This design comes from an exercise in tuning for small area on the open sky130 flow, not from production work.
Only simulation tests tie the RTL to the original design; equivalence was not proved.
In every run shown here, the design's own scripts or RTL, not TritonCTS, make the clock network.
The clock input has no modelled driver; a real chip could not lean on it and would need a root buffer or a full tree.
No activity file was given, so power comes from the tool's default toggle rates.

==> flow/design.v <==
module key_filter (
    input wire sys_clk,
    input wire sys_rst_n,
    input wire key_in,
    output wire key_hit
);
    localparam [6:0] POL = 7'b1010101;
    localparam [15:0] FB = 16'd12241;
    reg [6:0] t;
    wire [6:0] s = t ^ POL;
    wire clr = key_in | ~sys_rst_n;
    wire fb = FB[{s[6], s[4], s[2], s[0]}];
    wire [6:0] sn = clr ? 7'd0 : {s[5:0], fb};
    always @(posedge sys_clk) t <= sn ^ POL;
    assign key_hit = ((s[6] & s[5] & s[4] & ~s[3] & s[2] & s[1] & s[0]));
endmodule
module rom_ctrl (
    input wire sys_clk,
    input wire sys_rst_n,
    input wire key1_hit,
    input wire key2_hit,
    output reg [1:0] hun,
    output reg [3:0] ten,
    output reg [3:0] unit
);
    localparam [10:0] POL = 11'b01010101010;
    reg addr_flag1, addr_flag2;
    reg [10:0] t;
    wire [10:0] s = t ^ POL;
    wire rst = ~sys_rst_n;
    wire wrap = ((~s[10] & s[9] & ~s[8] & s[7] & s[6] & s[5] & ~s[4] & s[3] & ~s[2] & ~s[1] & s[0]));
    wire [9:0] a = {hun, ten, unit};
    wire at255 = ((a[9] & a[6] & ~a[4] & a[2] & ~a[0]));
    wire u9 = ((unit[3] & unit[2]));
    wire t9 = ((ten[3] & ten[2]));
    wire hold = wrap || addr_flag1 || addr_flag2;
    wire [10:0] sn = rst ? 11'd0 : hold ? 11'h400 : {s[9:0], ~(s[10] ^ s[8])};
    always @(posedge sys_clk) t <= sn ^ POL;
    always @(posedge sys_clk) begin
        if (rst) addr_flag1 <= 1'b0;
        else if (key2_hit) addr_flag1 <= 1'b0;
        else if (key1_hit) addr_flag1 <= ~addr_flag1;
    end
    always @(posedge sys_clk) begin
        if (rst) addr_flag2 <= 1'b0;
        else if (key1_hit) addr_flag2 <= 1'b0;
        else if (key2_hit) addr_flag2 <= ~addr_flag2;
    end
    always @(posedge sys_clk) begin
        if (rst || (wrap && at255)) begin
            hun <= 2'b00; ten <= 4'd0; unit <= 4'd0;
        end else if (addr_flag1) begin
            hun <= 2'b00; ten <= 4'd13; unit <= 4'd13;
        end else if (addr_flag2) begin
            hun <= 2'b01; ten <= 4'd13; unit <= 4'd13;
        end else if (wrap) begin
            unit <= u9 ? 4'd0 : {unit[2:0], ~(unit[3] ^ unit[0])};
            if (u9) begin
                ten <= t9 ? 4'd0 : {ten[2:0], ~(ten[3] ^ ten[0])};
                if (t9) hun <= {hun[0], 1'b1};
            end
        end
    end
endmodule
module seg_595_dynamic (
    input wire sys_clk,
    input wire sys_rst_n,
    input wire [1:0] hun,
    input wire [3:0] ten,
    input wire [3:0] unit,
    output wire stcp,
    output wire shcp,
    output reg ds,
    output wire oe
);
    reg [2:0] cnt_8;
    reg [2:0] c7;
    reg [4:0] c25;
    reg [3:0] c11;
    reg [2:0] jsel;
    reg [3:0] nxt;
    reg [3:0] cur;
    wire rst = ~sys_rst_n;
    wire q0 = (cnt_8[1:0] == 2'd0);
    wire tick4 = (cnt_8[1:0] == 2'd3);
    wire tick8 = (cnt_8 == 3'd7);
    wire c25_0 = ((~c25[3] & ~c25[2] & ~c25[1] & ~c25[0]));
    wire c25_24 = ((c25[4] & ~c25[3] & ~c25[1] & ~c25[0]));
    wire c11_10 = ((~c11[2] & c11[1] & ~c11[0]));
    wire c7_0 = ((~c7[2] & ~c7[1] & ~c7[0]));
    wire slot = (cnt_8 == 3'd0) && c25_0;
    wire first = (jsel == 3'd6);
    wire grab = tick4 && c11_10 && ((~c25[4] & ~c25[2]) | (~c25[3] & c25[0]) | (c25[3] & c25[2] & c25[1]));
    assign oe = rst;
    assign shcp = (tick4 || (q0 && !first));
    assign stcp = (cnt_8 == 3'd0) && c7_0 && !first;
    always @(posedge sys_clk or negedge sys_rst_n) begin
        if (!sys_rst_n) cnt_8 <= 3'd0;
        else cnt_8 <= cnt_8 + 1'b1;
    end
    always @(posedge sys_clk or negedge sys_rst_n) begin
        if (!sys_rst_n) c7 <= 3'd0;
        else if (tick8) c7 <= {c7[1:0], ~(c7[2] ^ c7[1])};
    end
    always @(posedge sys_clk) begin
        if (!sys_rst_n) c25 <= 5'd0;
        else if (tick8) c25 <= c25_24 ? 5'd0 : {c25[3:0], ~(c25[4] ^ c25[2])};
    end
    always @(posedge sys_clk) begin
        if (!sys_rst_n) c11 <= 4'd0;
        else if (tick4) c11 <= c11_10 ? 4'd0 : {c11[2:0], ~(c11[3] ^ c11[2])};
    end
    reg [2:0] jnext;
    always @(*) begin
        case (jsel)
            3'd4: jnext = 3'd0;
            3'd0: jnext = 3'd5;
            3'd5: jnext = 3'd1;
            3'd1: jnext = 3'd7;
            3'd7: jnext = 3'd3;
            3'd3: jnext = 3'd4;
            3'd2: jnext = 3'd4;
            3'd6: jnext = 3'd2;
        endcase
    end
    always @(posedge sys_clk or negedge sys_rst_n) begin
        if (!sys_rst_n) jsel <= 3'd6;
        else if (slot) jsel <= jnext;
    end
    wire hun_nz = hun[0];
    wire ten_nz = ~((~ten[2] & ~ten[1] & ~ten[0]));
    wire [3:0] dig = (jnext == 3'd4) ? unit :
                     (jnext == 3'd0) ? ((hun_nz || ten_nz) ? ten : 4'd15) :
                     (jnext == 3'd5) ? (hun_nz ? (hun[1] ? 4'd2 : 4'd1) : 4'd15) : 4'd15;
    always @(posedge sys_clk) begin
        if (grab) nxt <= dig;
    end
    always @(posedge sys_clk) begin
        if (slot) cur <= first ? 4'd0 : nxt;
    end
    wire [6:0] seg;
    assign seg[0] = ((cur[3] & cur[1]) | (~cur[3] & ~cur[2] & ~cur[1] & cur[0]));
    assign seg[1] = ((cur[3] & ~cur[2] & ~cur[1]) | (cur[3] & cur[2] & cur[1]) | (cur[2] & ~cur[1] & ~cur[0]));
    assign seg[2] = ((cur[3] & cur[2] & cur[1]) | (~cur[3] & ~cur[2] & cur[1] & ~cur[0]));
    assign seg[3] = ((cur[3] & cur[1]) | (~cur[3] & ~cur[2] & cur[0]));
    assign seg[4] = ((cur[2] & ~cur[1]) | (cur[3] & cur[1]) | (~cur[3] & cur[0]));
    assign seg[5] = ((~cur[3] & cur[0]) | (cur[1] & cur[0]) | (~cur[3] & ~cur[2] & cur[1]));
    assign seg[6] = ((cur[1] & cur[0]) | (~cur[3] & ~cur[2] & ~cur[1]));
    wire [5:0] sel = {jsel == 3'd3, jsel == 3'd7, jsel == 3'd1, jsel == 3'd5, jsel == 3'd0, jsel == 3'd4};
    wire [13:0] data = {seg[0], seg[1], seg[2], seg[3], seg[4], seg[5], seg[6],
                        1'b1, sel};
    reg bit_out;
    always @(*) begin
        case ({c7, cnt_8[2]})
            {3'd0, 1'b0}: bit_out = data[0];
            {3'd0, 1'b1}: bit_out = data[1];
            {3'd1, 1'b0}: bit_out = data[2];
            {3'd1, 1'b1}: bit_out = data[3];
            {3'd3, 1'b0}: bit_out = data[4];
            {3'd3, 1'b1}: bit_out = data[5];
            {3'd6, 1'b0}: bit_out = data[6];
            {3'd6, 1'b1}: bit_out = data[7];
            {3'd5, 1'b0}: bit_out = data[8];
            {3'd5, 1'b1}: bit_out = data[9];
            {3'd2, 1'b0}: bit_out = data[10];
            {3'd2, 1'b1}: bit_out = data[11];
            {3'd4, 1'b0}: bit_out = data[12];
            {3'd4, 1'b1}: bit_out = data[13];
            default: bit_out = 1'b0;
        endcase
    end
    always @(posedge sys_clk or negedge sys_rst_n) begin
        if (sys_rst_n == 1'b0) ds <= 1'b0;
        else if (q0) ds <= bit_out;
    end
endmodule
module ROM (
    input wire sys_clk,
    input wire sys_rst_n,
    input wire [1:0] key,
    output wire stcp,
    output wire shcp,
    output wire ds,
    output wire oe
);
    wire key1_hit, key2_hit;
    wire [1:0] a_hun;
    wire [3:0] a_ten, a_unit;
    key_filter key1_filter_inst(.sys_clk(sys_clk), .sys_rst_n(sys_rst_n),
        .key_in(key[0]), .key_hit(key1_hit));
    key_filter key2_filter_inst(.sys_clk(sys_clk), .sys_rst_n(sys_rst_n),
        .key_in(key[1]), .key_hit(key2_hit));
    rom_ctrl rom_ctrl_inst(.sys_clk(sys_clk), .sys_rst_n(sys_rst_n),
        .key1_hit(key1_hit), .key2_hit(key2_hit),
        .hun(a_hun), .ten(a_ten), .unit(a_unit));
    seg_595_dynamic seg_595_dynamic_inst(.sys_clk(sys_clk), .sys_rst_n(sys_rst_n),
        .hun(a_hun), .ten(a_ten), .unit(a_unit),
        .stcp(stcp), .shcp(shcp), .ds(ds), .oe(oe));
endmodule
==> flow/flow/run.sh <==
#!/bin/bash
# Own layout flow: the standard flow (standard.sh) with two changes.
# 1. Synthesis: the standard synthesis script, with only the ABC mapping
#    script swapped for an area-oriented one (flow/abc_area.script). The
#    registers, their names and cells are those of the standard synthesis.
# 2. Clock tree: made by flow/manual_cts.tcl (run as cts.tcl's PRE_CTS_TCL
#    hook) instead of TritonCTS: the registers are split by position into
#    4 groups, each driven by one clock buffer at its centre; the clock port
#    drives only those 4 buffers. Every register gets the clock through one
#    buffer of the same kind.
# 3. Port buffers: every input and output port still gets a buffer, of the
#    smallest buffer cell (buf_1) instead of the default choice.
# Each step's full output goes to a log file in the work folder.
set -euo pipefail
W=$PWD
F=$W/flow
cat > "$W/area_synth.tcl" <<EOT
proc abc {args} {
  set i [lsearch -exact \$args -script]
  if {\$i >= 0} { lset args [expr {\$i + 1}] $F/abc_area.script }
  yosys abc {*}\$args
}
source $W/synth_recipe.tcl
EOT
export MANUAL_CTS_NET=sys_clk MANUAL_CTS_N=4 MANUAL_CTS_BUF=sky130_fd_sc_hd__clkbuf_8
bash "$W/standard.sh" synth "SYNTH_SCRIPT=$W/area_synth.tcl" > "$W/synth.log" 2>&1
bash "$W/standard.sh" finish "SYNTH_SCRIPT=$W/area_synth.tcl" "PRE_CTS_TCL=$F/manual_cts.tcl" "BUFFER_PORTS_ARGS=-buffer_cell sky130_fd_sc_hd__buf_1" > "$W/layout.log" 2>&1
==> flow/flow/abc_area.script <==
strash
dch
map -a
mfs2 -W 4 -M 5000
strash
dch
map -a
mfs2 -W 4
strash
dch -f
map -a
topo
dnsize
==> flow/flow/manual_cts.tcl <==
# Clock tree made here instead of by TritonCTS (run as cts.tcl's PRE_CTS_TCL
# hook): the clock pins are split into MANUAL_CTS_N groups by position
# (k-means), and one clock buffer (MANUAL_CTS_BUF) at the centre of each group
# drives that group's clock pins. The clock port drives only these buffers,
# so every register gets the clock through exactly one buffer.
set block [ord::get_db_block]
set db [ord::get_db]
set clk [$block findNet $::env(MANUAL_CTS_NET)]
set master [$db findMaster $::env(MANUAL_CTS_BUF)]
set k $::env(MANUAL_CTS_N)
set sinks [$clk getITerms]
set xs {}
set ys {}
foreach it $sinks {
  set b [[$it getInst] getBBox]
  lappend xs [expr {([$b xMin] + [$b xMax]) / 2.0}]
  lappend ys [expr {([$b yMin] + [$b yMax]) / 2.0}]
}
set n [llength $sinks]
# initial centres: sinks spread along the sorted x order
set order [lsort -real -indices $xs]
set cx {}
set cy {}
for {set c 0} {$c < $k} {incr c} {
  set i [lindex $order [expr {int(($c + 0.5) * $n / $k)}]]
  lappend cx [lindex $xs $i]
  lappend cy [lindex $ys $i]
}
for {set iter 0} {$iter < 50} {incr iter} {
  set asg {}
  for {set i 0} {$i < $n} {incr i} {
    set best 0
    set bd 1e30
    for {set c 0} {$c < $k} {incr c} {
      set d [expr {abs([lindex $xs $i] - [lindex $cx $c]) + abs([lindex $ys $i] - [lindex $cy $c])}]
      if {$d < $bd} { set bd $d; set best $c }
    }
    lappend asg $best
  }
  for {set c 0} {$c < $k} {incr c} {
    set sx 0.0; set sy 0.0; set m 0
    for {set i 0} {$i < $n} {incr i} {
      if {[lindex $asg $i] == $c} {
        set sx [expr {$sx + [lindex $xs $i]}]; set sy [expr {$sy + [lindex $ys $i]}]; incr m
      }
    }
    if {$m > 0} { lset cx $c [expr {$sx / $m}]; lset cy $c [expr {$sy / $m}] }
  }
}
for {set c 0} {$c < $k} {incr c} {
  set buf [odb::dbInst_create $block $master clkbuf_manual_$c]
  set net [odb::dbNet_create $block clknet_manual_$c]
  $net setSigType CLOCK
  [$buf findITerm A] connect $clk
  [$buf findITerm X] connect $net
  set m 0
  for {set i 0} {$i < $n} {incr i} {
    if {[lindex $asg $i] == $c} {
      set it [lindex $sinks $i]
      $it disconnect
      $it connect $net
      incr m
    }
  }
  $buf setLocation [expr {int([lindex $cx $c])}] [expr {int([lindex $cy $c])}]
  $buf setPlacementStatus PLACED
  puts "manual clock tree: buffer $c ([$master getName]) drives $m clock pins"
}
proc clock_tree_synthesis {args} { puts "clock_tree_synthesis skipped: clock tree made by manual_cts.tcl" }
set_propagated_clock [all_clocks]
==> flow/standard.sh <==
#!/bin/bash
# synth_recipe.tcl (not shown) runs the flow's synth.tcl, then flattens the netlist and writes it again
# the make line also repeats each setting of config.mk as NAME=value (left out here)
make -C /OpenROAD-flow-scripts/flow DESIGN_CONFIG=/design/flow/config.mk WORK_HOME=/design/flow/orfs CLKGATE_MAP_FILE= SYNTH_SCRIPT=/design/flow/synth_recipe.tcl "${@:-finish}"
==> flow/config.mk <==
export PLATFORM = sky130hd
export DESIGN_NAME = ROM
export DESIGN_NICKNAME = ROM
export VERILOG_FILES = /design/flow/design.v
export SDC_FILE = /design/flow/constraint.sdc
export NUM_CORES = 4
export LEC_CHECK = 0
export CAP_MARGIN = 20
export CORE_MARGIN = 2
export CORE_UTILIZATION = 40
export SLEW_MARGIN = 20
==> flow/constraint.sdc <==
create_clock -name core_clock -period 5.0 [get_ports {sys_clk}]
set_input_delay 1.0000 -clock core_clock [delete_from_list [all_inputs] [get_ports {sys_clk}]]
set_output_delay 1.0000 -clock core_clock [all_outputs]
set_load 0.01 [all_outputs]
==> results of run 1 <==
[cell type report]
class | instances | area (µm²) | area share
Sequential cell | 64 | 1410 | 0.500
Multi-Input combinational cell | 201 | 1030 | 0.365
Inverter | 50 | 188 | 0.0664
Tap cell | 77 | 96.3 | 0.0341
Buffer | 4 | 55.1 | 0.0195
Timing Repair Buffer | 9 | 41.3 | 0.0146
[cell families (layout without fill, tap and decap cells)]
family,count (synthesis),after routing,share of synthesized area
buffers and inverters,50,63,0.0715
AOI/OAI and AO/OA,78,78,0.167
and+or+nand+nor,113,113,0.178
DFF,64,64,0.538
xor gates and xnor gates,2,2,0.00667
adders and majority gates,8,8,0.0381
[Yosys cell counts]
library cell	instances
a31oi_1	5
o211ai_1	1
xor2_1	1
clkinv_1	50
nand3_1	10
nand4_1	1
xnor2_1	1
a2111oi_0	1
dfrtp_1	8
nand2_1	45
o21ai_0	28
nor2_1	43
nor4_1	4
nor4b_1	1
dfxtp_1	46
nor3_1	7
a22o_1	1
a21oi_1	31
ha_1	8
edfxtp_1	8
dfstp_2	2
or2_2	2
a211oi_1	5
o2bb2ai_1	1
o311ai_0	4
o22ai_1	1
[metrics by stage]
step	util	setup slack [ps]	total power, µW	hold WS (ps)	cell area, µm²
floorplan	-	2690	587	361	2630
global placement	0.435	2120	600	371	2760
detailed placement	0.435	2090	602	378	2760
CTS	0.444	2090	796	401	2820
global route	0.445	2030	824	418	2830
finish	0.445	2170	785	395	2830
[path summary, 6_finish.rpt]
path                                                         startpoint                                       end  slack [ps]  cells past startpoint
worst max-delay path                                          sys_rst_n                                        oe        2170                      4
worst min-delay path                      rom_ctrl_inst.t[2]$_SDFF_PP0_                rom_ctrl_inst.t[3]$_DFF_P_         400                      1
worst max register to register  seg_595_dynamic_inst.cnt_8[0]$_DFF_PN0_  seg_595_dynamic_inst.jsel[1]$_DFFE_PN1P_        2920                      9
worst min register to register            rom_ctrl_inst.t[2]$_SDFF_PP0_                rom_ctrl_inst.t[3]$_DFF_P_         400                      1
max in group asynchronous                                     sys_rst_n  seg_595_dynamic_inst.jsel[1]$_DFFE_PN1P_        3990                      2
min in group asynchronous                                     sys_rst_n    seg_595_dynamic_inst.c7[2]$_DFFE_PN0N_         760                      2
[layer usage]
layer  up-vias  track usage  part of all wire
li1       1092            -                 -
met1       889        0.183              0.49
met2        21        0.243              0.47
met3         3       0.0126             0.033
met4         0       0.0101            0.0067
met5         -            0                 0
[power groups by stage]
stage	registers [µW]	clock network, µW	logic, µW
finish	549	195	40.7
global route	551	224	48.8
CTS	549	206	41.3
detailed placement	560	0	41.3
global placement	560	0	40.2
floorplan	557	0	29.7
[registers in the layout (all words and copies together) (netlist names)]
name	flops
seg_595_dynamic_inst.c25	5
seg_595_dynamic_inst.nxt	4
rom_ctrl_inst.unit	4
seg_595_dynamic_inst.ds	1
seg_595_dynamic_inst.c11	4
rom_ctrl_inst.t	11
seg_595_dynamic_inst.cur	4
key2_filter_inst.t	7
rom_ctrl_inst.ten	4
rom_ctrl_inst.hun	2
seg_595_dynamic_inst.c7	3
rom_ctrl_inst.addr_flag2	1
seg_595_dynamic_inst.jsel	3
seg_595_dynamic_inst.cnt_8	3
rom_ctrl_inst.addr_flag1	1
key1_filter_inst.t	7
==> results.ini, run 1 <==
[run_status]
outcome = finished clean

[grt]
grt_start_max_net_pins = 19
grt_pass1_vias = 1915
grt-ovfl-total = 0
grt_antenna_before_repair = 0
grt_pass1_wl_um = 8540
groute.usage.overall = 0.135

[worst_setup_path]
end_kind = output port
critPathTopFamily = buffers and inverters
worstSetupPathType = in -> out
max_stage_delay_ps = 320
required_ps = 4000
crit_arrival_ps = 1830
cp_cell_sequence = buf_1 -> buf_4 -> clkinv_1 -> buf_1
crit_fanout = 17
worst_setup_path_start_kind = input pin
crit_top_cell = buf_1
slowest_stage = clkinv_1
critPathBufInv = 4

[timing]
max-slew-margin-rel = 0.545
fin_crit_sh = 0.567
setup_viol = 0
rsz0062_at_grt = no
drv_slew = 0
hold_viol = 0
tns_ps = 0
worst_pin_slew_ps = 674
finalWorstPathRequiredPeriod_ps = 2830
max_freq_mhz = 353
skew_ps = 16.5

[power_and_ir_drop]
switchingPower_uw = 161
ir_worst_vdd_uv = 154
switching_share = 0.205
p_leak_uw = 0.000993
p_per_area_nw_per_um2 = 278
p_clk_frac = 0.249
p_int_uw = 624
seq_power_share = 0.700
power_frac_comb = 0.052

[synthesis]
avgSynthCellArea_um2 = 8.34
yosysTopAreaCellShare = 0.351
ys_seq_elements = 64
yosysUniqueCellTypes = 26
synth_top_area_cell = dfxtp_1
syn-instance-count = 315
synth.area.top_cells = dfxtp_1 35%, edfxtp_1 9.1%, dfrtp_1 7.6%, clkinv_1 7.1%, nand2_1 6.4%
yosysSeqAreaShare = 0.538
mappedNetlistArea_um2 = 2630
yosys_warnings = 3
synth_fp_nets = 327

[final_layout]
nFillCells = 643
stdcell_count = 405
area_growth_pct = 7.58
drive_gt1_frac = 0.0335
nets = 342
final_common_cell = clkinv_1
layout_common_cells = 50 x clkinv_1, 46 x dfxtp_1, 45 x nand2_1, 43 x nor2_1, 31 x a21oi_1
n_antenna_cell = 0

[floorplan]
fp-row-count = 29
core_um2 = 6350
ios = 8
dieArea_um2 = 7230
die_y_um = 85.0
start_util = 0.414
chipWidth_um = 85.0

[placed_design]
dp_cells = 401
place_congestion = 0.837
hpwl_um = 3590
port_buffers = 7

[detailed_routing]
drc = 0
wire_per_inst_um = 11.5
antenna_left = 0
via_per_inst = 4.95
drt_wl_total_um = 4660
vias = 2005
firstDrtPassIters = 4
first_iter_violations = 106

[clock_tree]
cts_setup_buffers = 0
holdBufCountCts = 0
cts_resized = 0
clk_pin_slew_worst_paths_ps = 100
insertion_delay_ps = 160

[run]
maxCapViolCount = 0

[hold_path]
hp-class = reg -> reg

==> run 2, diff against run 1 <==
--- a/flow/config.mk
+++ b/flow/config.mk
@@ -8,4 +8,5 @@
 export CAP_MARGIN = 20
 export CORE_MARGIN = 2
 export CORE_UTILIZATION = 40
+export GPL_TIMING_DRIVEN = 0
 export SLEW_MARGIN = 20
==> results.ini, run 2 <==
[synthesis]
yosysMostFrequentCell = clkinv_1  ; unchanged
synth_top_family_by_area = simple AND/OR/NAND/NOR gates  ; unchanged
synth_xor_area_frac = 0.00667  ; unchanged
synthTopCellsByCount = 50 x clkinv_1, 46 x dfxtp_1, 45 x nand2_1  ; unchanged
synth_fp_nets = 327  ; unchanged
synthMuxAreaShare = 0  ; unchanged
ys_seq_elements = 64  ; unchanged
synth.area.top_cells = dfxtp_1 35%, edfxtp_1 9.1%, dfrtp_1 7.6%, clkinv_1 7.1%, nand2_1 6.4%  ; unchanged
synth-compound-area-share = 0.167  ; unchanged
yosysTopAreaCellShare = 0.351  ; unchanged
avgSynthCellArea_um2 = 8.34  ; unchanged
synthAdderAreaFrac = 0.0381  ; unchanged
synthArstFlopShare = 0.156  ; unchanged
synth-edff-count = 8  ; unchanged
syn-instance-count = 315  ; unchanged
yosysUniqueCellTypes = 26  ; unchanged
synth-simple-area-share = 0.178  ; unchanged
ys.flop_type = dfxtp_1  ; unchanged
yosysSeqAreaShare = 0.538  ; unchanged
synth_top_area_cell = dfxtp_1  ; unchanged
yosys_warnings = 3  ; unchanged
mappedNetlistArea_um2 = 2630  ; unchanged

[floorplan]
core_um2 = 6350  ; unchanged
dieArea_um2 = 7230  ; unchanged
fp-row-count = 29  ; unchanged
ios = 8  ; unchanged
start_util = 0.414  ; unchanged
chipWidth_um = 85.0  ; unchanged
die_y_um = 85.0  ; unchanged

[hold_path]
hp-class = reg -> reg  ; unchanged
min_path_cells = 1  ; unchanged

[worst_setup_path]
crit_arrival_ps = 2540  ; was 1830 ps
worst_setup_path_start_kind = input pin  ; unchanged
crit_path_start = sys_rst_n  ; unchanged
rr_endpoint = seg_595_dynamic_inst.jsel[1]$_DFFE_PN1P_  ; unchanged
r2r_setup_slack_ps = 2700  ; was 2920 ps
r2r-start = seg_595_dynamic_inst.cnt_8[0]$_DFF_PN0_  ; unchanged
end_kind = output port  ; unchanged
critPathCapture = oe  ; unchanged
worstSetupPathType = in -> out  ; unchanged
required_ps = 4000  ; about the same
crit_fanout = 17  ; unchanged
r2r_cells = 9  ; unchanged

[timing]
max_freq_mhz = 282  ; was 353 MHz
tns_ps = 0  ; unchanged
hold_viol = 0  ; unchanged
drv_slew = 0  ; unchanged
rsz0062_at_grt = no  ; unchanged
fin_crit_sh = 0.709  ; was 0.567
max-slew-margin-rel = 0.333  ; was 0.545
finalWorstPathRequiredPeriod_ps = 3540  ; was 2830 ps
setup_viol = 0  ; unchanged
worst_pin_slew_ps = 992  ; was 674 ps
skew_ps = 29.3  ; was 16.5 ps

[detailed_routing]
antenna_left = 0  ; unchanged
via_per_inst = 5.04  ; was 4.95
first_iter_violations = 69  ; was 106
drt_wl_total_um = 4580  ; was 4660 µm
vias = 2033  ; was 2,005
wire_per_inst_um = 11.4  ; was 11.5 µm
drc = 0  ; unchanged
firstDrtPassIters = 4  ; unchanged

[grt]
grt_start_max_net_pins = 23  ; was 19
groute.usage.overall = 0.130  ; was 0.135
grt-ovfl-total = 0  ; unchanged
grt_pass1_wl_um = 8140  ; was 8540 µm
grt_antenna_before_repair = 0  ; unchanged
grt_pass1_vias = 1864  ; was 1,915

[run]
maxCapViolCount = 0  ; unchanged

[clock_tree]
clk_pin_slew_worst_paths_ps = 90  ; was 100 ps
holdBufCountCts = 0  ; unchanged
cts_setup_buffers = 0  ; unchanged
insertion_delay_ps = 170  ; was 160 ps
cts_resized = 0  ; unchanged

[final_layout]
largest_register = rom_ctrl_inst.t  ; unchanged
largest_register_ffs = 11  ; unchanged
fin_area_um2 = 2810  ; was 2830 µm²
layout_common_cells = 50 x clkinv_1, 46 x dfxtp_1, 45 x nand2_1, 43 x nor2_1, 31 x a21oi_1  ; unchanged
top_regs = rom_ctrl_inst.t x11, key1_filter_inst.t x7, key2_filter_inst.t x7  ; unchanged
nets = 340  ; was 342
n_antenna_cell = 0  ; unchanged
area_growth_pct = 6.81  ; was 7.58%
drive_gt1_frac = 0.0245  ; was 0.0335
final_common_cell = clkinv_1  ; unchanged
nFillCells = 632  ; was 643

[power_and_ir_drop]
p_leak_uw = 0.000982  ; was 0.000993 µW
p_total_uw = 785  ; about the same
p_per_area_nw_per_um2 = 280  ; was 278 nW/µm²
ir_worst_vdd_uv = 214  ; was 154 µV

[run_status]
outcome = finished clean  ; unchanged

[placed_design]
place_congestion = 0.826  ; was 0.837
dpl_cell_area_um2 = 2750  ; was 2760 µm²
hpwl_um = 3470  ; was 3590 µm
port_buffers = 7  ; unchanged

[run 2: worst min-delay path by stage]
stage                                           startpoint                             to  slack (ps)
final                     key2_filter_inst.t[5]$_SDFF_PP0_  key2_filter_inst.t[6]$_DFF_P_         400
after global routing      key2_filter_inst.t[5]$_SDFF_PP0_  key2_filter_inst.t[6]$_DFF_P_         410
after CTS                 key1_filter_inst.t[1]$_SDFF_PP0_  key1_filter_inst.t[2]$_DFF_P_         400
after detailed placement  key1_filter_inst.t[3]$_SDFF_PP0_  key1_filter_inst.t[4]$_DFF_P_         370
after global placement    key1_filter_inst.t[1]$_SDFF_PP0_  key1_filter_inst.t[2]$_DFF_P_         370
after floorplan           key1_filter_inst.t[1]$_SDFF_PP0_  key1_filter_inst.t[2]$_DFF_P_         360
[run 2: cell families after synthesis]
family,after synthesis
compound gates,78
flops,64
buf+inv,50
xor+xnor,2
fa+ha+maj,8
simple gates,113
[run 2: layout make-up]
type	instances	area (µm²)	area share
flip-flops and latches	64	1410	0.504
repair buffers	7	26.3	0.00937
plain buffers	4	55.1	0.0196
multi-input cells	201	1030	0.366
well taps	77	96.3	0.0343
inverters	50	188	0.0669
[run 2: stage by stage]
step	worst slack, ps	hold WS (ps)	utilization	instances
4_1_cts	1390	399	0.442	403
2_1_floorplan	2690	361	-	315
3_3_place_gp	1400	371	0.433	399
6_report	1460	396	0.442	403
5_1_grt	1300	414	0.442	403
3_5_place_dp	1400	374	0.433	399
[run 2: critical path: stages]
cell and delay, ps:
buf_1 650, clkinv_1 630, buf_1 260
[run 2: power breakdown]
part           internal, µW  total (µW)  leakage, µW  switching, µW
registers               536         549     0.000563           13.3
logic                  14.0        40.1     0.000390           26.2
clock network          74.0         196    0.0000288            122
total                   624         785     0.000982            162
[run 2: layer usage]
metal	up-vias	routed length, µm	part of all wire	track usage
li1	1091	-	-	-
met1	916	2210	0.48	0.171
met2	22	2190	0.48	0.240
met3	4	117	0.026	0.00875
met4	0	68	0.015	0.0173
met5	-	0	0	0
==> run 3, diff against run 2 <==
--- a/flow/config.mk
+++ b/flow/config.mk
@@ -7,6 +7,6 @@
 export LEC_CHECK = 0
 export CAP_MARGIN = 20
 export CORE_MARGIN = 2
-export CORE_UTILIZATION = 40
+export CORE_UTILIZATION = 70
 export GPL_TIMING_DRIVEN = 0
 export SLEW_MARGIN = 20
==> results.ini, run 3 <==
[run_status]
outcome = finished clean  ; unchanged

[hold_path]
holdCritStartpoint = rom_ctrl_inst.t[2]$_SDFF_PP0_  ; was key2_filter_inst.t[5]$_SDFF_PP0_
min_path_cells = 1  ; unchanged
hold_path_end = rom_ctrl_inst.t[3]$_DFF_P_  ; was key2_filter_inst.t[6]$_DFF_P_
hp-class = reg -> reg  ; unchanged

[synthesis]
synth-edff-count = 8  ; unchanged
ys_seq_elements = 64  ; unchanged
yosys_warnings = 3  ; unchanged
yosysTopAreaCellShare = 0.351  ; unchanged
yosysMostFrequentCell = clkinv_1  ; unchanged
synth_top_area_cell = dfxtp_1  ; unchanged
yosysUniqueCellTypes = 26  ; unchanged
ys.flop_type = dfxtp_1  ; unchanged
syn-instance-count = 315  ; unchanged
synthArstFlopShare = 0.156  ; unchanged
yosysSeqAreaShare = 0.538  ; unchanged
avgSynthCellArea_um2 = 8.34  ; unchanged
mappedNetlistArea_um2 = 2630  ; unchanged
synth_fp_nets = 327  ; unchanged
synthTopCellsByCount = 50 x clkinv_1, 46 x dfxtp_1, 45 x nand2_1  ; unchanged
synth.area.top_cells = dfxtp_1 35%, edfxtp_1 9.1%, dfrtp_1 7.6%, clkinv_1 7.1%, nand2_1 6.4%  ; unchanged

[worst_setup_path]
crit_arrival_ps = 2570  ; was 2540 ps
worst_setup_path_start_kind = input pin  ; unchanged
r2r_cells = 8  ; was 9
rr_endpoint = seg_595_dynamic_inst.jsel[1]$_DFFE_PN1P_  ; unchanged
crit_fanout = 17  ; unchanged
r2r-start = seg_595_dynamic_inst.cnt_8[0]$_DFF_PN0_  ; unchanged
worstSetupPathType = in -> out  ; unchanged
end_kind = output port  ; unchanged
crit_path_start = sys_rst_n  ; unchanged
required_ps = 4000  ; about the same
r2r_setup_slack_ps = 2650  ; was 2700 ps

[final_layout]
top_regs = rom_ctrl_inst.t x11, key1_filter_inst.t x7, key2_filter_inst.t x7  ; unchanged
final_common_cell = clkinv_1  ; unchanged
post-route-util = 0.762  ; was 0.442
nets = 340  ; unchanged
drive_gt1_frac = 0.0245  ; unchanged
area_growth_pct = 5.43  ; was 6.81%
largest_register_ffs = 11  ; unchanged
n_antenna_cell = 0  ; unchanged
layout_common_cells = 50 x clkinv_1, 46 x dfxtp_1, 45 x nand2_1, 43 x nor2_1, 31 x a21oi_1  ; unchanged
largest_register = rom_ctrl_inst.t  ; unchanged

[timing]
skew_ps = 28.0  ; was 29.3 ps
worst_pin_slew_ps = 1110  ; was 992 ps
max_freq_mhz = 280  ; was 282 MHz
drv_slew = 0  ; unchanged
finalWorstPathRequiredPeriod_ps = 3570  ; was 3540 ps
max-slew-margin-rel = 0.260  ; was 0.333
hold_viol = 0  ; unchanged
tns_ps = 0  ; unchanged
setup_viol = 0  ; unchanged
fin_crit_sh = 0.715  ; was 0.709
rsz0062_at_grt = no  ; unchanged

[grt]
grt_pass1_wl_um = 8160  ; was 8140 µm
grt_antenna_before_repair = 0  ; unchanged
grt_pass1_vias = 2056  ; was 1,864
grt-ovfl-total = 0  ; unchanged
groute.usage.overall = 0.233  ; was 0.130
grt_start_max_net_pins = 21  ; was 23

[floorplan]
fp-row-count = 22  ; was 29
core_um2 = 3630  ; was 6350 µm²
start_util = 0.723  ; was 0.414
die_y_um = 65.3  ; was 85.0 µm
dieArea_um2 = 4260  ; was 7230 µm²
chipWidth_um = 65.3  ; was 85.0 µm
ios = 8  ; unchanged

[detailed_routing]
vias = 2071  ; was 2,033
firstDrtPassIters = 4  ; unchanged
first_iter_violations = 68  ; was 69
via_per_inst = 5.54  ; was 5.04
wire_per_inst_um = 12.4  ; was 11.4 µm
drt_wl_total_um = 4630  ; was 4580 µm
drc = 0  ; unchanged
antenna_left = 0  ; unchanged

[power_and_ir_drop]
p_int_uw = 623  ; was 624 µW
switching_share = 0.201  ; was 0.206
p_leak_uw = 0.000982  ; unchanged
p_per_area_nw_per_um2 = 282  ; was 280 nW/µm²
ir_worst_vdd_uv = 315  ; was 214 µV
seq_power_share = 0.704  ; was 0.699
power_frac_comb = 0.052  ; was 0.051
p_clk_frac = 0.244  ; was 0.250
switchingPower_uw = 157  ; was 162 µW

[placed_design]
hpwl_um = 3490  ; was 3470 µm
port_buffers = 7  ; unchanged
place_congestion = 0.820  ; was 0.826

[clock_tree]
cts_setup_buffers = 0  ; unchanged
clk_pin_slew_worst_paths_ps = 100  ; was 90 ps
insertion_delay_ps = 160  ; was 170 ps
cts_resized = 0  ; unchanged
holdBufCountCts = 0  ; unchanged

[run]
maxCapViolCount = 0  ; unchanged

[run 3: cell counts in the layout (fill, tap and decap cells not counted)]
Identical to the previous run, type by type.
[run 3: logic make-up (layout without fill, tap and decap cells)]
family / after synthesis / after routing / synth area share
AOI/OAI and AO/OA: 78 / 78 / 0.167
xor gates and xnor gates: 2 / 2 / 0.00667
adders and majority gates: 8 / 8 / 0.0381
buffers and inverters: 50 / 61 / 0.0715
DFF: 64 / 64 / 0.538
and+or+nand+nor: 113 / 113 / 0.178
[run 3: through the flow]
step,instances,setup slack (ps),hold slack [ps],area [µm²],power (µW)
finish,374,1430,393,2770,780
global route,374,1280,403,2770,811
CTS,374,1470,396,2770,787
detailed placement,370,1480,371,2710,601
global placement,370,1460,367,2710,599
floorplan,315,2690,361,2630,587
[run 3: final cells by class]
class                   count  area, µm²
flip-flops and latches     64       1410
multi-input cells         201       1030
fillers                   275        865
inverters                  50        188
well taps                  48       60.1
plain buffers               4       55.1
repair buffers              7       26.3
[run 3: worst max path at each step]
| stage | slack (ps) | to | cells after the start |
|---|---|---|---|
| after global routing | 1280 | oe | 3 |
| final | 1430 | oe | 3 |
| after CTS | 1470 | oe | 3 |
| after floorplan | 2690 | stcp | 5 |
| after global placement | 1460 | oe | 3 |
| after detailed placement | 1480 | oe | 3 |
[run 3: critical path, cell delays in order]
cell      delay [ps]
buf_1            660
clkinv_1         640
buf_1            260
[run 3: power by group through the flow]
stage          Combinational (µW)  Clock (µW)  Sequential, µW
3_5_place_dp                 40.7           0             560
2_1_floorplan                29.7           0             557
6_report                     40.5         191             549
5_1_grt                      47.3         213             551
4_1_cts                      40.7         198             549
3_3_place_gp                 39.0           0             560
[run 3: routing by layer]
| metal | share of wire | track usage | vias up | wire length (µm) |
|---|---|---|---|---|
| li1 | - | - | 1081 | - |
| met3 | 0.028 | 0.0171 | 7 | 130 |
| met5 | 0 | 0 | - | 0 |
| met4 | 0.016 | 0.0365 | 0 | 75 |
| met2 | 0.51 | 0.471 | 30 | 2370 |
| met1 | 0.44 | 0.269 | 953 | 2050 |
==> run 4, diff against run 3 <==
--- a/flow/design.v
+++ b/flow/design.v
@@ -24,7 +24,8 @@
     output reg [3:0] unit
 );
     localparam [10:0] POL = 11'b01010101010;
-    reg addr_flag1, addr_flag2;
+    reg addr_flag1;
+    reg addr_flag2;
     reg [10:0] t;
     wire [10:0] s = t ^ POL;
     wire rst = ~sys_rst_n;
@@ -88,9 +89,9 @@
     wire c25_24 = ((c25[4] & ~c25[3] & ~c25[1] & ~c25[0]));
     wire c11_10 = ((~c11[2] & c11[1] & ~c11[0]));
     wire c7_0 = ((~c7[2] & ~c7[1] & ~c7[0]));
-    wire slot = (cnt_8 == 3'd0) && c25_0;
+    wire slot = (cnt_8 == 3'd3) && c25_0;
     wire first = (jsel == 3'd6);
-    wire grab = tick4 && c11_10 && ((~c25[4] & ~c25[2]) | (~c25[3] & c25[0]) | (c25[3] & c25[2] & c25[1]));
+    wire grab = tick4 && c11_10 && ((~c25[4] & c25[1]) | (~c25[3] & c25[0]) | (c25[3] & c25[2] & c25[1]));
     assign oe = rst;
     assign shcp = (tick4 || (q0 && !first));
     assign stcp = (cnt_8 == 3'd0) && c7_0 && !first;
@@ -171,7 +172,7 @@
     end
     always @(posedge sys_clk or negedge sys_rst_n) begin
         if (sys_rst_n == 1'b0) ds <= 1'b0;
-        else if (q0) ds <= bit_out;
+        else ds <= bit_out;
     end
 endmodule
 module ROM (
==> results.ini, run 4 <==
[run_status]
outcome = finished clean  ; unchanged

[synthesis]
ys_seq_elements = 64  ; unchanged
yosys_warnings = 3  ; unchanged
avgSynthCellArea_um2 = 8.31  ; was 8.34 µm²
yosysUniqueCellTypes = 26  ; unchanged
yosysMostFrequentCell = nor2_1  ; was clkinv_1
synth.area.top_cells = dfxtp_1 35%, edfxtp_1 9.2%, dfrtp_1 7.7%, nor2_1 7.4%, clkinv_1 6.8%  ; was dfxtp_1 35%, edfxtp_1 9.1%, dfrtp_1 7.6%, clkinv_1 7.1%, nand2_1 6.4%
synthArstFlopShare = 0.156  ; unchanged
synth_fp_nets = 325  ; was 327
yosysSeqAreaShare = 0.544  ; was 0.538
yosysTopAreaCellShare = 0.354  ; was 0.351
ys.flop_type = dfxtp_1  ; unchanged
synthTopCellsByCount = 51 x nor2_1, 47 x clkinv_1, 46 x dfxtp_1  ; was 50 x clkinv_1, 46 x dfxtp_1, 45 x nand2_1
mappedNetlistArea_um2 = 2600  ; was 2630 µm²
synth-edff-count = 8  ; unchanged
syn-instance-count = 313  ; was 315
synth_top_area_cell = dfxtp_1  ; unchanged

[grt]
groute.usage.overall = 0.225  ; was 0.233
grt_pass1_vias = 1880  ; was 2,056
grt_start_max_net_pins = 23  ; was 21
grt-ovfl-total = 0  ; unchanged
grt_antenna_before_repair = 0  ; unchanged
grt_pass1_wl_um = 7900  ; was 8160 µm

[power_and_ir_drop]
p_per_area_nw_per_um2 = 283  ; was 282 nW/µm²
p_leak_uw = 0.000975  ; was 0.000982 µW
ir_worst_vdd_uv = 245  ; was 315 µV

[worst_setup_path]
crit_top_cell = buf_1  ; unchanged
r2r_setup_slack_ps = 3010  ; was 2650 ps
cp_cell_sequence = buf_1 -> clkinv_1 -> buf_1  ; unchanged
crit_arrival_ps = 2460  ; was 2570 ps
r2r_cells = 9  ; was 8
worstSetupPathType = in -> out  ; unchanged
max_stage_delay_ps = 630  ; was 660 ps
r2r-start = rom_ctrl_inst.t[8]$_SDFF_PP0_  ; was seg_595_dynamic_inst.cnt_8[0]$_DFF_PN0_
end_kind = output port  ; unchanged
crit_fanout = 17  ; unchanged
rr_endpoint = rom_ctrl_inst.ten[0]$_SDFFE_PP0P_  ; was seg_595_dynamic_inst.jsel[1]$_DFFE_PN1P_
required_ps = 4000  ; about the same
slowest_stage = buf_1  ; unchanged
worst_setup_path_start_kind = input pin  ; unchanged

[floorplan]
die_y_um = 65.0  ; was 65.3 µm
ios = 8  ; unchanged
dieArea_um2 = 4220  ; was 4260 µm²
chipWidth_um = 65.0  ; was 65.3 µm
start_util = 0.721  ; was 0.723
fp-row-count = 22  ; unchanged
core_um2 = 3610  ; was 3630 µm²

[hold_path]
hold_path_end = key2_filter_inst.t[2]$_DFF_P_  ; was rom_ctrl_inst.t[3]$_DFF_P_
hp-class = reg -> reg  ; unchanged
holdCritStartpoint = key2_filter_inst.t[1]$_SDFF_PP0_  ; was rom_ctrl_inst.t[2]$_SDFF_PP0_
min_path_cells = 1  ; unchanged

[timing]
setup_viol = 0  ; unchanged
tns_ps = 0  ; unchanged
worst_pin_slew_ps = 858  ; was 1110 ps
drv_slew = 0  ; unchanged
hold_viol = 0  ; unchanged
skew_ps = 29.1  ; was 28.0 ps
max-slew-margin-rel = 0.428  ; was 0.260
rsz0062_at_grt = no  ; unchanged
fin_crit_sh = 0.692  ; was 0.715
max_freq_mhz = 289  ; was 280 MHz
finalWorstPathRequiredPeriod_ps = 3460  ; was 3570 ps

[final_layout]
drive_gt1_frac = 0.0247  ; was 0.0245
area_growth_pct = 5.44  ; was 5.43%
final_common_cell = nor2_1  ; was clkinv_1
nets = 338  ; was 340
largest_register = rom_ctrl_inst.t  ; unchanged
top_regs = rom_ctrl_inst.t x11, key1_filter_inst.t x7, key2_filter_inst.t x7  ; unchanged
largest_register_ffs = 11  ; unchanged
n_antenna_cell = 0  ; unchanged
post-route-util = 0.761  ; was 0.762
layout_common_cells = 51 x nor2_1, 47 x clkinv_1, 46 x dfxtp_1, 43 x nand2_1, 32 x a21oi_1  ; was 50 x clkinv_1, 46 x dfxtp_1, 45 x nand2_1, 43 x nor2_1, 31 x a21oi_1

[detailed_routing]
first_iter_violations = 112  ; was 68
firstDrtPassIters = 4  ; unchanged
vias = 2066  ; was 2,071
wire_per_inst_um = 12.2  ; was 12.4 µm
drc = 0  ; unchanged
drt_wl_total_um = 4540  ; was 4630 µm
via_per_inst = 5.55  ; was 5.54
antenna_left = 0  ; unchanged

[run]
maxCapViolCount = 0  ; unchanged

[placed_design]
port_buffers = 7  ; unchanged
hpwl_um = 3450  ; was 3490 µm
place_congestion = 0.853  ; was 0.820

[clock_tree]
holdBufCountCts = 0  ; unchanged
cts_setup_buffers = 0  ; unchanged
cts_resized = 0  ; unchanged
clk_pin_slew_worst_paths_ps = 80  ; was 100 ps
insertion_delay_ps = 170  ; was 160 ps

-- run 4: cell types whose count changed after synthesis, sizes merged, moves of 3 or more --
cell	before	now
nor2	43	51
clkinv	50	47
a211oi	5	0
o21ai	28	20
nand3	10	14
o22ai	1	5
-- run 4: area by class of cell --
class | count | area (µm²)
sequential | 64 | 1410
multi-input combinational | 202 | 1010
fill | 276 | 863
inverter | 47 | 176
tap | 48 | 60.1
buffer | 4 | 55.1
timing repair buffer | 7 | 26.3
-- run 4: routing by layer --
metal / part of all wire / GRT usage / up-vias
met1: 0.49 / 0.313 / 964
met3: 0.022 / 0.0174 / 0
met2: 0.49 / 0.403 / 30
met4: 0 / 0.0160 / 0
met5: 0 / 0 / -
li1: - / - / 1072
-- run 4: cell families (layout without fill, tap and decap cells) --
group | Yosys count | count (layout) | share of synthesized area
AND/OR/NAND/NOR | 122 | 122 | 0.192
AO/OA/AOI/OAI | 71 | 71 | 0.155
flip-flops | 64 | 64 | 0.544
buffers and inverters | 47 | 58 | 0.0678
adder cells (fa/ha/maj) | 8 | 8 | 0.0385
XOR/XNOR | 1 | 1 | 0.00337
-- run 4: how the worst max path moves through the flow --
stage	startpoint	endpoint	slack, ps
after global routing	sys_rst_n	oe	1360
after detailed placement	sys_rst_n	oe	1500
after global placement	sys_rst_n	oe	1520
final	sys_rst_n	oe	1540
after CTS	sys_rst_n	oe	1500
after floorplan	seg_595_dynamic_inst.jsel[1]$_DFFE_PN1P_	shcp	2700
-- run 4: power by group --
group / leakage (µW) / switching [µW] / internal, µW
Sequential: 0.000564 / 9.15 / 534
Clock: 0.0000288 / 120 / 74.0
Combinational: 0.000383 / 25.6 / 12.8
-- run 4: per-stage QoR --
step | instance area (µm²) | total power [µW] | cells | worst slack (ps) | hold slack [ps]
2_1_floorplan | 2600 | 580 | 313 | 2700 | 366
3_3_place_gp | 2690 | 591 | 368 | 1520 | 371
3_5_place_dp | 2690 | 592 | 368 | 1500 | 373
4_1_cts | 2740 | 776 | 372 | 1500 | 393
5_1_grt | 2740 | 802 | 372 | 1360 | 403
6_report | 2740 | 775 | 372 | 1540 | 390
-- run 4: critical path: cells and delay by family --
kind                   cells  cell delay (ps)
buffers and inverters      3             1460
==> run 5, diff against run 4 <==
--- a/flow/flow/run.sh
+++ b/flow/flow/run.sh
@@ -22,6 +22,6 @@
 }
 source $W/synth_recipe.tcl
 EOT
-export MANUAL_CTS_NET=sys_clk MANUAL_CTS_N=4 MANUAL_CTS_BUF=sky130_fd_sc_hd__clkbuf_8
+export MANUAL_CTS_NET=sys_clk MANUAL_CTS_N=2 MANUAL_CTS_BUF=sky130_fd_sc_hd__clkbuf_16
 bash "$W/standard.sh" synth "SYNTH_SCRIPT=$W/area_synth.tcl" > "$W/synth.log" 2>&1
 bash "$W/standard.sh" finish "SYNTH_SCRIPT=$W/area_synth.tcl" "PRE_CTS_TCL=$F/manual_cts.tcl" "BUFFER_PORTS_ARGS=-buffer_cell sky130_fd_sc_hd__buf_1" > "$W/layout.log" 2>&1
==> results.ini, run 5 <==
[placed_design]
port_buffers = 7  ; unchanged
place_congestion = 0.853  ; unchanged
dpl_cell_area_um2 = 2690  ; unchanged
dp_cells = 368  ; unchanged
hpwl_um = 3450  ; unchanged

[synthesis]
yosys_warnings = 3  ; unchanged
synth-compound-area-share = 0.155  ; unchanged
yosysTopAreaCellShare = 0.354  ; unchanged
mappedNetlistArea_um2 = 2600  ; unchanged
yosysSeqAreaShare = 0.544  ; unchanged
yosysUniqueCellTypes = 26  ; unchanged
synth.area.top_cells = dfxtp_1 35%, edfxtp_1 9.2%, dfrtp_1 7.7%, nor2_1 7.4%, clkinv_1 6.8%  ; unchanged
synthTopCellsByCount = 51 x nor2_1, 47 x clkinv_1, 46 x dfxtp_1  ; unchanged
syn-instance-count = 313  ; unchanged
synth_fp_nets = 325  ; unchanged
ys_seq_elements = 64  ; unchanged
synthAdderAreaFrac = 0.0385  ; unchanged
synth_top_area_cell = dfxtp_1  ; unchanged
yosysMostFrequentCell = nor2_1  ; unchanged
synth-simple-area-share = 0.192  ; unchanged
synth_top_family_by_area = simple AND/OR/NAND/NOR gates  ; unchanged
avgSynthCellArea_um2 = 8.31  ; unchanged
synth_xor_area_frac = 0.00337  ; unchanged
synth-edff-count = 8  ; unchanged
synthMuxAreaShare = 0  ; unchanged
synthArstFlopShare = 0.156  ; unchanged
ys.flop_type = dfxtp_1  ; unchanged

[final_layout]
nFillCells = 276  ; unchanged
multi_input_area_um2 = 1010  ; unchanged
final_common_cell = nor2_1  ; unchanged
nets = 336  ; was 338
fin_area_um2 = 2740  ; about the same
post-route-util = 0.759  ; was 0.761
layout_common_cells = 51 x nor2_1, 47 x clkinv_1, 46 x dfxtp_1, 43 x nand2_1, 32 x a21oi_1  ; unchanged
stdcell_count = 370  ; was 372
largest_register = rom_ctrl_inst.t  ; unchanged
area_growth_pct = 5.24  ; was 5.44%
drive_gt1_frac = 0.0186  ; was 0.0247
largest_register_ffs = 11  ; unchanged
top_regs = rom_ctrl_inst.t x11, key1_filter_inst.t x7, key2_filter_inst.t x7  ; unchanged
n_antenna_cell = 0  ; unchanged
regArea_um2 = 1410  ; unchanged

[detailed_routing]
antenna_left = 0  ; unchanged
drt_wl_total_um = 4450  ; was 4540 µm
wire_per_inst_um = 12.0  ; was 12.2 µm
vias = 2061  ; was 2,066
drc = 0  ; unchanged
via_per_inst = 5.57  ; was 5.55
firstDrtPassIters = 4  ; unchanged
first_iter_violations = 135  ; was 112

[timing]
max-slew-margin-rel = 0.424  ; was 0.428
rsz0062_at_grt = no  ; unchanged
fin_crit_sh = 0.693  ; was 0.692
tns_ps = 0  ; unchanged
setup_viol = 0  ; unchanged
skew_ps = 7.40  ; was 29.1 ps
drv_slew = 0  ; unchanged
worst_pin_slew_ps = 864  ; was 858 ps
finalWorstPathRequiredPeriod_ps = 3460  ; about the same
max_freq_mhz = 289  ; about the same
hold_viol = 0  ; unchanged
whs_ps = 396  ; was 390 ps

[floorplan]
dieArea_um2 = 4220  ; unchanged
fp-row-count = 22  ; unchanged
start_util = 0.721  ; unchanged
chipWidth_um = 65.0  ; unchanged
core_um2 = 3610  ; unchanged
die_y_um = 65.0  ; unchanged
ios = 8  ; unchanged

[clock_tree]
clk_pin_slew_worst_paths_ps = 100  ; was 80 ps
insertion_delay_ps = 170  ; about the same
cts_resized = 0  ; unchanged
cts_setup_buffers = 0  ; unchanged
holdBufCountCts = 0  ; unchanged

[worst_setup_path]
critPathBufInv = 3  ; unchanged
critPathTopFamily = buffers and inverters  ; unchanged
slowest_stage = buf_1  ; unchanged
end_kind = output port  ; unchanged
worstSetupPathType = in -> out  ; unchanged
crit_fanout = 17  ; unchanged
crit_arrival_ps = 2460  ; about the same
cp_cell_sequence = buf_1 -> clkinv_1 -> buf_1  ; unchanged
crit_top_cell = buf_1  ; unchanged
r2r_setup_slack_ps = 3070  ; was 3010 ps
worst_setup_path_start_kind = input pin  ; unchanged
required_ps = 4000  ; about the same
max_stage_delay_ps = 630  ; about the same

[run]
maxCapViolCount = 0  ; unchanged

[power_and_ir_drop]
ir_worst_vdd_uv = 348  ; was 245 µV
p_per_area_nw_per_um2 = 282  ; was 283 nW/µm²
p_leak_uw = 0.000971  ; was 0.000975 µW

[grt]
grt_pass1_wl_um = 7810  ; was 7900 µm
grt_start_max_net_pins = 34  ; was 23
grt-ovfl-total = 0  ; unchanged
grt_antenna_before_repair = 0  ; unchanged
grt_pass1_vias = 1861  ; was 1,880
groute.usage.overall = 0.222  ; was 0.225

[run_status]
outcome = finished clean  ; unchanged

[hold_path]
hp-class = reg -> reg  ; unchanged

[run 5: kinds of logic after synthesis]
group | after synthesis
compound gates | 71
buf+inv | 47
simple gates | 122
fa+ha+maj | 8
flops | 64
xor+xnor | 1
[run 5: report_power, final]
| group | switching, µW | total [µW] | internal [µW] |
|---|---|---|---|
| Combinational | 25.5 | 38.3 | 12.8 |
| Sequential | 8.94 | 543 | 534 |
| Clock | 117 | 191 | 74.4 |
| Total | 151 | 772 | 621 |
[run 5: metrics by stage]
step / worst slack [ps] / power (µW)
after floorplan: 2700 / 580
after global placement: 1520 / 591
after detailed placement: 1500 / 592
after CTS: 1500 / 783
after global routing: 1360 / 801
final: 1540 / 772
[run 5: path summary, 6_finish.rpt]
kind	start	end	cells past startpoint
worst min-delay path	key2_filter_inst.t[1]$_SDFF_PP0_	key2_filter_inst.t[2]$_DFF_P_	1
worst max register to register	rom_ctrl_inst.t[8]$_SDFF_PP0_	rom_ctrl_inst.unit[3]$_SDFFE_PP0P_	9
min in group asynchronous	sys_rst_n	seg_595_dynamic_inst.c7[0]$_DFFE_PN0N_	1
max in group asynchronous	sys_rst_n	seg_595_dynamic_inst.ds$_DFF_PN0_	1
worst max-delay path	sys_rst_n	oe	3
worst min register to register	key2_filter_inst.t[1]$_SDFF_PP0_	key2_filter_inst.t[2]$_DFF_P_	1
[run 5: final cells by class]
class / count / share of cell area
multi-input combinational: 202 / 0.369
buffer: 2 / 0.0183
timing repair buffer: 7 / 0.00960
inverter: 47 / 0.0644
tap: 48 / 0.0219
sequential: 64 / 0.516
[run 5: per-layer routing]
metal	GRT usage	vias up	wire length, µm
met4	0.0133	0	34
met3	0.0104	4	111
met1	0.310	958	2130
met5	0	-	0
met2	0.402	31	2170
li1	-	1068	-
==> run 6, diff against run 5 <==
==> flow/flow/run.sh (replaced) <==
#!/bin/bash
set -euo pipefail
W=$PWD
F=$W/flow
cat > "$W/area_synth.tcl" <<EOT
proc abc {args} {
  set i [lsearch -exact \$args -script]
  if {\$i >= 0} { lset args [expr {\$i + 1}] $F/abc_area.script }
  yosys abc {*}\$args
}
source $W/synth_recipe.tcl
EOT
export MANUAL_CTS_NET=sys_clk MANUAL_CTS_N=2 MANUAL_CTS_BUF=sky130_fd_sc_hd__clkbuf_16
bash "$W/standard.sh" synth "SYNTH_SCRIPT=$W/area_synth.tcl" > "$W/synth.log" 2>&1
bash "$W/standard.sh" finish "SYNTH_SCRIPT=$W/area_synth.tcl" "PRE_CTS_TCL=$F/manual_cts.tcl" "BUFFER_PORTS_ARGS=-buffer_cell sky130_fd_sc_hd__buf_1" > "$W/layout.log" 2>&1
==> results.ini, run 6 <==
[worst_setup_path]
rr_endpoint = rom_ctrl_inst.unit[3]$_SDFFE_PP0P_  ; unchanged
worst_setup_path_start_kind = input pin  ; unchanged
r2r-start = rom_ctrl_inst.t[8]$_SDFF_PP0_  ; unchanged
r2r_setup_slack_ps = 3070  ; about the same
r2r_cells = 9  ; unchanged
worstSetupPathType = in -> out  ; unchanged
required_ps = 4000  ; about the same
crit_fanout = 17  ; unchanged
crit_arrival_ps = 2460  ; about the same
end_kind = output port  ; unchanged

[timing]
tns_ps = 0  ; unchanged
drv_slew = 0  ; unchanged
worst_pin_slew_ps = 864  ; unchanged
hold_viol = 0  ; unchanged
finalWorstPathRequiredPeriod_ps = 3460  ; unchanged
setup_viol = 0  ; unchanged
max-slew-margin-rel = 0.424  ; unchanged
fin_crit_sh = 0.693  ; unchanged
max_freq_mhz = 289  ; unchanged
rsz0062_at_grt = no  ; unchanged
fin_ws_ps = 1540  ; unchanged
skew_ps = 7.40  ; unchanged

[hold_path]
hold_path_end = key2_filter_inst.t[2]$_DFF_P_  ; unchanged
min_path_cells = 1  ; unchanged
holdCritStartpoint = key2_filter_inst.t[1]$_SDFF_PP0_  ; unchanged
hp-class = reg -> reg  ; unchanged

[synthesis]
yosysMostFrequentCell = nor2_1  ; unchanged
ys_seq_elements = 64  ; unchanged
synth.area.top_cells = dfxtp_1 35%, edfxtp_1 9.2%, dfrtp_1 7.7%, nor2_1 7.4%, clkinv_1 6.8%  ; unchanged
yosysUniqueCellTypes = 26  ; unchanged
synthTopCellsByCount = 51 x nor2_1, 47 x clkinv_1, 46 x dfxtp_1  ; unchanged
yosysTopAreaCellShare = 0.354  ; unchanged
syn-instance-count = 313  ; unchanged
synth_fp_nets = 325  ; unchanged
yosys_warnings = 3  ; unchanged
synthArstFlopShare = 0.156  ; unchanged
synth_top_area_cell = dfxtp_1  ; unchanged
synth-edff-count = 8  ; unchanged
avgSynthCellArea_um2 = 8.31  ; unchanged
yosysSeqAreaShare = 0.544  ; unchanged
ys.flop_type = dfxtp_1  ; unchanged
mappedNetlistArea_um2 = 2600  ; unchanged

[power_and_ir_drop]
switching_share = 0.196  ; unchanged
seq_power_share = 0.703  ; about the same
power_frac_comb = 0.050  ; about the same
p_leak_uw = 0.000971  ; unchanged
ir_worst_vdd_uv = 348  ; unchanged
switchingPower_uw = 151  ; unchanged
p_per_area_nw_per_um2 = 282  ; unchanged
p_clk_frac = 0.248  ; about the same
p_int_uw = 621  ; unchanged

[final_layout]
largest_register_ffs = 11  ; unchanged
area_growth_pct = 5.24  ; unchanged
nets = 336  ; unchanged
drive_gt1_frac = 0.0186  ; unchanged
post-route-util = 0.759  ; unchanged
final_common_cell = nor2_1  ; unchanged
n_antenna_cell = 0  ; unchanged
nFillCells = 276  ; unchanged
largest_register = rom_ctrl_inst.t  ; unchanged
stdcell_count = 370  ; unchanged
layout_common_cells = 51 x nor2_1, 47 x clkinv_1, 46 x dfxtp_1, 43 x nand2_1, 32 x a21oi_1  ; unchanged
top_regs = rom_ctrl_inst.t x11, key1_filter_inst.t x7, key2_filter_inst.t x7  ; unchanged

[placed_design]
dp_cells = 368  ; unchanged
hpwl_um = 3450  ; unchanged
place_ws_ps = 1500  ; unchanged
port_buffers = 7  ; unchanged
place_congestion = 0.853  ; unchanged

[grt]
grt_pass1_wl_um = 7810  ; unchanged
grt_pass1_vias = 1861  ; unchanged
grt_antenna_before_repair = 0  ; unchanged
groute.usage.overall = 0.222  ; unchanged
grt-ovfl-total = 0  ; unchanged
grt_start_max_net_pins = 34  ; unchanged

[detailed_routing]
drc = 0  ; unchanged
wire_per_inst_um = 12.0  ; unchanged
via_per_inst = 5.57  ; unchanged
antenna_left = 0  ; unchanged
first_iter_violations = 135  ; unchanged
vias = 2061  ; unchanged
drt_wl_total_um = 4450  ; unchanged
firstDrtPassIters = 4  ; unchanged

[floorplan]
core_um2 = 3610  ; unchanged
die_y_um = 65.0  ; unchanged
fp-row-count = 22  ; unchanged
ios = 8  ; unchanged
dieArea_um2 = 4220  ; unchanged
chipWidth_um = 65.0  ; unchanged
start_util = 0.721  ; unchanged

[clock_tree]
clk_pin_slew_worst_paths_ps = 100  ; about the same
cts_resized = 0  ; unchanged
holdBufCountCts = 0  ; unchanged
insertion_delay_ps = 170  ; about the same
cts_setup_buffers = 0  ; unchanged

[run]
maxCapViolCount = 0  ; unchanged

[run_status]
outcome = finished clean  ; unchanged

## run 6: area by class of cell
class | instances | area (µm²) | share of cell area
Timing Repair Buffer | 7 | 26.3 | 0.00960
Sequential cell | 64 | 1410 | 0.516
Inverter | 47 | 176 | 0.0644
Tap cell | 48 | 60.1 | 0.0219
Multi-Input combinational cell | 202 | 1010 | 0.369
Buffer | 2 | 50.0 | 0.0183
## run 6: kinds of logic (layout without fill, tap and decap cells)
kind of cell | Yosys count | count (layout) | share of synthesized area
compound gates | 71 | 71 | 0.155
simple gates | 122 | 122 | 0.192
xor+xnor | 1 | 1 | 0.00337
fa+ha+maj | 8 | 8 | 0.0385
buf+inv | 47 | 56 | 0.0678
flops | 64 | 64 | 0.544
## run 6: worst max-delay path: stages
cell and delay, ps:
buf_1 630, clkinv_1 580, buf_1 250
## run 6: worst max-delay path by stage
stage	start	end	slack, ps	depth (start not counted)
after global placement	sys_rst_n	oe	1520	3
after floorplan	seg_595_dynamic_inst.jsel[1]$_DFFE_PN1P_	shcp	2700	5
after global routing	sys_rst_n	oe	1360	3
after CTS	sys_rst_n	oe	1500	3
after detailed placement	sys_rst_n	oe	1500	3
final	sys_rst_n	oe	1540	3
## run 6: per-stage QoR
step                      hold WS [ps]  area, µm²  total power (µW)
after floorplan                    366       2600               580
after global placement             371       2690               591
after detailed placement           373       2690               592
after CTS                          399       2740               783
after global routing               408       2740               801
final                              396       2740               772
## run 6: per-layer routing
layer,track usage,routed length [µm]
met4,0.0133,34
met1,0.310,2130
met2,0.402,2170
met3,0.0104,111
met5,0,0
## run 6: power groups by stage
stage                     clock, µW  sequential (µW)  combinational (µW)
after floorplan                   0              552                28.5
after global placement            0              554                37.4
after detailed placement          0              554                38.3
after CTS                       202              543                38.5
after global routing            212              544                44.9
final                           191              543                38.3
==> run 7, diff against run 6 <==
==> flow/flow/abc_area.script (replaced) <==
strash
dch
map -a
mfs2 -W 4 -M 5000
strash
dch
map -a
mfs2 -W 4
strash
dch -f
map -a
mfs2 -W 4
strash
dch -f
map -a
topo
dnsize
==> results.ini, run 7 <==
[run_status]
outcome = finished clean  ; unchanged

[floorplan]
start_util = 0.718  ; was 0.721
core_um2 = 3610  ; unchanged
chipWidth_um = 64.8  ; was 65.0 µm
ios = 8  ; unchanged
dieArea_um2 = 4200  ; was 4220 µm²

[synthesis]
yosysUniqueCellTypes = 25  ; was 26
synthAdderAreaFrac = 0.0386  ; was 0.0385
synth-simple-area-share = 0.198  ; was 0.192
yosysTopAreaCellShare = 0.356  ; was 0.354
synth-edff-count = 8  ; unchanged
synthMuxAreaShare = 0  ; unchanged
yosysMostFrequentCell = nor2_1  ; unchanged
synth_fp_nets = 324  ; was 325
synth_top_family_by_area = simple AND/OR/NAND/NOR gates  ; unchanged
yosys_warnings = 3  ; unchanged
synthArstFlopShare = 0.156  ; unchanged
yosysSeqAreaShare = 0.546  ; was 0.544
synth.area.top_cells = dfxtp_1 36%, edfxtp_1 9.3%, dfrtp_1 7.7%, nor2_1 7.2%, clkinv_1 6.5%  ; was dfxtp_1 35%, edfxtp_1 9.2%, dfrtp_1 7.7%, nor2_1 7.4%, clkinv_1 6.8%
synth_xor_area_frac = 0  ; was 0.00337
avgSynthCellArea_um2 = 8.30  ; was 8.31 µm²

[clock_tree]
clk_pin_slew_worst_paths_ps = 110  ; was 100 ps
cts_resized = 0  ; unchanged
insertion_delay_ps = 170  ; about the same
cts_setup_buffers = 0  ; unchanged

[grt]
grt_start_max_net_pins = 35  ; was 34
groute.usage.overall = 0.234  ; was 0.222

[worst_setup_path]
cp_cell_sequence = buf_1 -> clkinv_1 -> buf_1  ; unchanged
crit_arrival_ps = 2440  ; was 2460 ps
crit_fanout = 17  ; unchanged
max_stage_delay_ps = 620  ; was 630 ps
critPathTopFamily = buffers and inverters  ; unchanged
slowest_stage = buf_1  ; unchanged
required_ps = 4000  ; about the same

[detailed_routing]
firstDrtPassIters = 4  ; unchanged
antenna_left = 0  ; unchanged
drc = 0  ; unchanged
drt_wl_total_um = 4560  ; was 4450 µm
wire_per_inst_um = 12.4  ; was 12.0 µm
first_iter_violations = 103  ; was 135

[final_layout]
largest_register_ffs = 11  ; unchanged
drive_gt1_frac = 0.0156  ; was 0.0186
final_common_cell = nor2_1  ; unchanged
area_growth_pct = 5.27  ; was 5.24%
top_regs = rom_ctrl_inst.t x11, key1_filter_inst.t x7, key2_filter_inst.t x7  ; unchanged
nFillCells = 266  ; was 276
layout_common_cells = 50 x nor2_1, 46 x dfxtp_1, 45 x clkinv_1, 45 x nand2_1, 32 x a21oi_1  ; was 51 x nor2_1, 47 x clkinv_1, 46 x dfxtp_1, 43 x nand2_1, 32 x a21oi_1
n_antenna_cell = 0  ; unchanged
nets = 335  ; was 336

[power_and_ir_drop]
p_int_uw = 621  ; about the same
p_clk_frac = 0.249  ; was 0.248
switchingPower_uw = 155  ; was 151 µW
ir_worst_vdd_uv = 328  ; was 348 µV
p_leak_uw = 0.000982  ; was 0.000971 µW
power_frac_comb = 0.049  ; was 0.050
switching_share = 0.200  ; was 0.196
seq_power_share = 0.702  ; was 0.703

[placed_design]
place_congestion = 0.818  ; was 0.853
dp_cells = 367  ; was 368
port_buffers = 7  ; unchanged

[timing]
fin_crit_sh = 0.687  ; was 0.693
tns_ps = 0  ; unchanged
whs_ps = 400  ; was 396 ps
max-slew-margin-rel = 0.433  ; was 0.424
skew_ps = 9.62  ; was 7.40 ps
hold_viol = 0  ; unchanged
finalWorstPathRequiredPeriod_ps = 3440  ; was 3460 ps
rsz0062_at_grt = no  ; unchanged
max_freq_mhz = 291  ; was 289 MHz
worst_pin_slew_ps = 851  ; was 864 ps

[run]
maxCapViolCount = 0  ; unchanged

-- run 7: cell types whose count changed after synthesis, sizes merged, moves of 2 or more --
cell    change
clkinv      -2
nand4       +2
nand3       -4
nand2       +2
a31oi       +2
nor3        +3
-- run 7: power groups by stage --
stage               clock [µW]  sequential [µW]  combinational [µW]
floorplan                    0              553                27.8
global route               213              546                45.4
detailed placement           0              556                38.0
finish                     194              545                38.2
global placement             0              555                36.1
CTS                        197              545                38.2
-- run 7: layer usage --
layer | GRT usage | routed length, µm
met4 | 0.0213 | 39
met1 | 0.298 | 2100
met3 | 0.0104 | 148
met5 | 0 | 0
met2 | 0.452 | 2270
-- run 7: cell type report --
class                           count  area (µm²)  share of cell area
Sequential cell                    64        1410               0.519
Multi-Input combinational cell    203        1010               0.369
Inverter                           45         169              0.0620
Tap cell                           48        60.1              0.0220
Buffer                              2        50.0              0.0184
Timing Repair Buffer                7        26.3             0.00964
-- run 7: worst register-to-register path, delay by kind of cell, from the launching register on --
family          cells  cell delay (ps)
compound gates      2              190
simple gates        5             1020
buf+inv             2              370
flops               1              340
-- run 7: through the flow --
step | total power, µW | worst slack, ps | instance area, µm² | utilization
after floorplan | 581 | 2690 | 2590 | -
after global placement | 592 | 1520 | 2680 | 0.742
after detailed placement | 594 | 1480 | 2680 | 0.742
after CTS | 781 | 1480 | 2730 | 0.756
after global routing | 805 | 1350 | 2730 | 0.756
final | 777 | 1560 | 2730 | 0.756
-- run 7: cell families (layout without fill, tap and decap cells) --
kind of cell,count (synthesis),in the layout
flops,64,64
fa+ha+maj,8,8
compound gates,71,71
simple gates,124,124
buf+inv,45,54
-- run 7: worst paths after layout --
kind / startpoint / to / slack (ps) / depth (start not counted)
worst max-delay path: sys_rst_n / oe / 1560 / 3
max in group asynchronous: sys_rst_n / seg_595_dynamic_inst.ds$_DFF_PN0_ / 3580 / 1
min in group asynchronous: sys_rst_n / seg_595_dynamic_inst.c7[2]$_DFFE_PN0N_ / 900 / 1
worst min-delay path: key2_filter_inst.t[1]$_SDFF_PP0_ / key2_filter_inst.t[2]$_DFF_P_ / 400 / 1
worst max register to register: rom_ctrl_inst.t[8]$_SDFF_PP0_ / rom_ctrl_inst.ten[0]$_SDFFE_PP0P_ / 2980 / 9
worst min register to register: key2_filter_inst.t[1]$_SDFF_PP0_ / key2_filter_inst.t[2]$_DFF_P_ / 400 / 1

-- port drivers added, routing unchanged --
In the flow no input, the clock included, has a driving cell. The finished layouts below were timed again as built, in two steps. Step 1 sets driving cells, clkbuf_16 on the clock port and buf_2 on the other inputs (assumed; they add their load-dependent delay and slew). Step 2 also shifts input and output timing later by t, the mid clock arrival at the registers, as if the neighbouring blocks saw the same clock. Three values: ideal ports, drivers, drivers and shift; two values: the first two.
run	shift t [ns]	setup WS [ns]
run 1	0.206	2.167 / 2.143 / 2.143
run 2	0.213	1.457 / 1.427 / 1.427
run 3	0.200	1.426 / 1.399 / 1.399
run 4	0.210	1.541 / 1.514 / 1.514
run 5	0.212	1.536 / 1.508 / 1.508
run 6	0.212	1.536 / 1.508 / 1.508
run 7	0.211	1.563 / 1.537 / 1.537
After both steps every run listed still meets setup and hold.
